What follows belongs to an exercise in optimizing a design on an open flow for small area and few clock cycles per item; a production flow would make more cautious choices.
Function was checked by simulation only, so behaviour that the tests miss may differ from the original.
Power and IR drop assume default switching activity.

==> flow/design.v <==
module AxiPeriph(
  input         clock,
  input         reset,
  input  [4:0]  io_axi_s0_aw_awaddr,
  input  [2:0]  io_axi_s0_aw_awprot,
  input         io_axi_s0_aw_awvalid,
  output        io_axi_s0_aw_awready,
  input  [11:0] io_axi_s0_aw_awid,
  input  [31:0] io_axi_s0_w_wdata,
  input  [3:0]  io_axi_s0_w_wstrb,
  input         io_axi_s0_w_wvalid,
  output        io_axi_s0_w_wready,
  input  [11:0] io_axi_s0_w_wid,
  output [1:0]  io_axi_s0_b_bresp,
  output        io_axi_s0_b_bvalid,
  input         io_axi_s0_b_bready,
  output [11:0] io_axi_s0_b_bid,
  input  [4:0]  io_axi_s0_ar_araddr,
  input  [2:0]  io_axi_s0_ar_arprot,
  input         io_axi_s0_ar_arvalid,
  output        io_axi_s0_ar_arready,
  input  [11:0] io_axi_s0_ar_arid,
  output [31:0] io_axi_s0_r_rdata,
  output [1:0]  io_axi_s0_r_rresp,
  output        io_axi_s0_r_rvalid,
  input         io_axi_s0_r_rready,
  output [11:0] io_axi_s0_r_rid,
  output [1:0]  io_leds,
  output        io_irqOut
);
  reg  [31:0] regs [0:7];
  reg         bvalid;
  reg  [11:0] bid;
  reg         rvalid;
  reg  [11:0] rid;
  reg  [2:0]  raddr;   
  wire bfree = ~bvalid | io_axi_s0_b_bready;
  wire rfree = ~rvalid | io_axi_s0_r_rready;
  wire wacc  = io_axi_s0_aw_awvalid & io_axi_s0_w_wvalid & bfree;
  wire racc  = io_axi_s0_ar_arvalid & rfree;
  wire [31:0] wd = io_axi_s0_w_wdata & {32{~reset}};
  integer k;
  always @(posedge clock) begin
    for (k = 0; k < 8; k = k + 1)
      if (reset | (wacc & (io_axi_s0_aw_awaddr[4:2] == k)))
        regs[k] <= wd;
  end
  always @(posedge clock) begin
    if (reset) begin
      bvalid <= 1'b0;
      rvalid <= 1'b0;
    end else begin
      if (wacc) bvalid <= 1'b1;
      else if (io_axi_s0_b_bready) bvalid <= 1'b0;
      if (racc) rvalid <= 1'b1;
      else if (io_axi_s0_r_rready) rvalid <= 1'b0;
    end
    if (wacc) bid <= io_axi_s0_aw_awid;
    if (racc) begin
      rid <= io_axi_s0_ar_arid;
      raddr <= io_axi_s0_ar_araddr[4:2];
    end
  end
  wire [7:0]  rsel;
  wire [31:0] rdata;
  AxiDec3 dec (.a(raddr), .y(rsel));
  AxiRdMux mux (.sel(rsel),
    .r0(regs[0]), .r1(regs[1]), .r2(regs[2]), .r3(regs[3]),
    .r4(regs[4]), .r5(regs[5]), .r6(regs[6]), .r7(regs[7]), .y(rdata));
  assign io_axi_s0_aw_awready = io_axi_s0_w_wvalid & bfree;
  assign io_axi_s0_w_wready   = io_axi_s0_aw_awvalid & bfree;
  assign io_axi_s0_b_bvalid   = bvalid;
  assign io_axi_s0_b_bid      = bid;
  assign io_axi_s0_b_bresp    = 2'b00;
  assign io_axi_s0_ar_arready = rfree;
  assign io_axi_s0_r_rvalid   = rvalid;
  assign io_axi_s0_r_rid      = rid;
  assign io_axi_s0_r_rdata    = rdata;
  assign io_axi_s0_r_rresp    = 2'b00;
  assign io_leds   = regs[0][1:0];
  assign io_irqOut = regs[0][4];
endmodule
module AxiDec3(
  input  [2:0] a,
  output [7:0] y
);
  assign y = 8'd1 << a;
endmodule
module AxiRdMux(
  input  [7:0]  sel,
  input  [31:0] r0, r1, r2, r3, r4, r5, r6, r7,
  output [31:0] y
);
  wire [31:0] na, nb;
  AxiAoi222 ga [31:0] (.s0(sel[0]), .s1(sel[1]), .s2(sel[2]),
                       .d0(r0), .d1(r1), .d2(r2), .yn(na));
  AxiAoi222 gb [31:0] (.s0(sel[3]), .s1(sel[4]), .s2(sel[5]),
                       .d0(r3), .d1(r4), .d2(r5), .yn(nb));
  AxiOut    gy [31:0] (.na(na), .nb(nb), .s0(sel[6]), .s1(sel[7]),
                       .d0(r6), .d1(r7), .y(y));
endmodule
module AxiAoi222(
  input s0, s1, s2, d0, d1, d2,
  output yn
);
  assign yn = ~((s0 & d0) | (s1 & d1) | (s2 & d2));
endmodule
module AxiOut(
  input na, nb, s0, s1, d0, d1,
  output y
);
  assign y = ~(na & nb) | (s0 & d0) | (s1 & d1);
endmodule
clock: 5.0 ns
lec_check: 0
cap_margin: 0
core_margin: 2
core_utilization: 40
slew_margin: 0
synth_hierarchical: 1
synth_minimum_keep_size: 0
standard.sh (not shown) runs the stock make flow with config.mk's settings and CLKGATE_MAP_FILE= SYNTH_SCRIPT=/design/flow/synth_recipe.tcl, a recipe that flattens the netlist after the stock synthesis.
==> flow/flow/run.sh <==
#!/bin/bash
# Standard ORFS layout, with two changes: port buffers use the smallest
# buffer cell, and clock tree synthesis uses clkbuf_4 leaf clusters of about
# ten flip-flops, without dummy loads.
set -euo pipefail
export BUFFER_PORTS_ARGS="-buffer_cell sky130_fd_sc_hd__buf_1"
export CTS_ARGS="-sink_clustering_enable -repair_clock_nets -buf_list sky130_fd_sc_hd__clkbuf_4 -sink_clustering_size 10 -sink_clustering_max_diameter 60 -dont_use_dummy_load"
bash standard.sh > standard_flow.log 2>&1
Testbench counts at the start, summed over its fixed seeds: cycles 2,531, txns 3,200.
==> next run, changes <==
--- a/flow/design.v
+++ b/flow/design.v
@@ -40,8 +40,10 @@
   wire racc  = io_axi_s0_ar_arvalid & rfree;
   wire [31:0] wd = io_axi_s0_w_wdata & {32{~reset}};
+  wire [7:0] we;
+  AxiWrDec wdec (.reset(reset), .wacc(wacc), .a(io_axi_s0_aw_awaddr[4:2]), .we(we));
   integer k;
   always @(posedge clock) begin
     for (k = 0; k < 8; k = k + 1)
-      if (reset | (wacc & (io_axi_s0_aw_awaddr[4:2] == k)))
+      if (we[k])
         regs[k] <= wd;
   end
@@ -81,4 +83,12 @@
   assign io_irqOut = regs[0][4];
 endmodule
+module AxiWrDec(
+  input        reset,
+  input        wacc,
+  input  [2:0] a,
+  output [7:0] we
+);
+  assign we = {8{reset}} | ({8{wacc}} & (8'd1 << a));
+endmodule
 module AxiDec3(
   input  [2:0] a,
Outcome:
- routed wire length decreases by a few percent
- sequential power hardly moves
- power decreases slightly
- fmax increases by a few percent
- area after synthesis stays flat
Testbench counts after the change, summed over its fixed seeds: cycles 2,531, txns 3,200.

[static timing again, ports no longer ideal]
The results above use ideal ports. As a check the final layouts listed here were re-extracted and re-timed, cells and wires unchanged. Step 1 (the two cells are an assumption about what drives the block):
set clk [get_ports {clock}]
set_driving_cell -lib_cell sky130_fd_sc_hd__clkbuf_16 $clk
set_driving_cell -lib_cell sky130_fd_sc_hd__buf_2 [delete_from_list [all_inputs] $clk]
Step 2, shift: input delay + t, output delay - t, t = (earliest + latest rising clock arrival at the registers) / 2. This alone moves slack from input paths to output paths. Three values: ideal ports, drivers, drivers and shift; two values: the first two.
run | t, ns | slack for setup (ns) | worst setup path after step 2
the first run | 0.633 | 1.232 / 1.190 / 1.823 | register to output
the second run | 0.615 | 1.382 / 1.350 / 1.564 | input to register
After both steps every run listed still meets setup and hold.
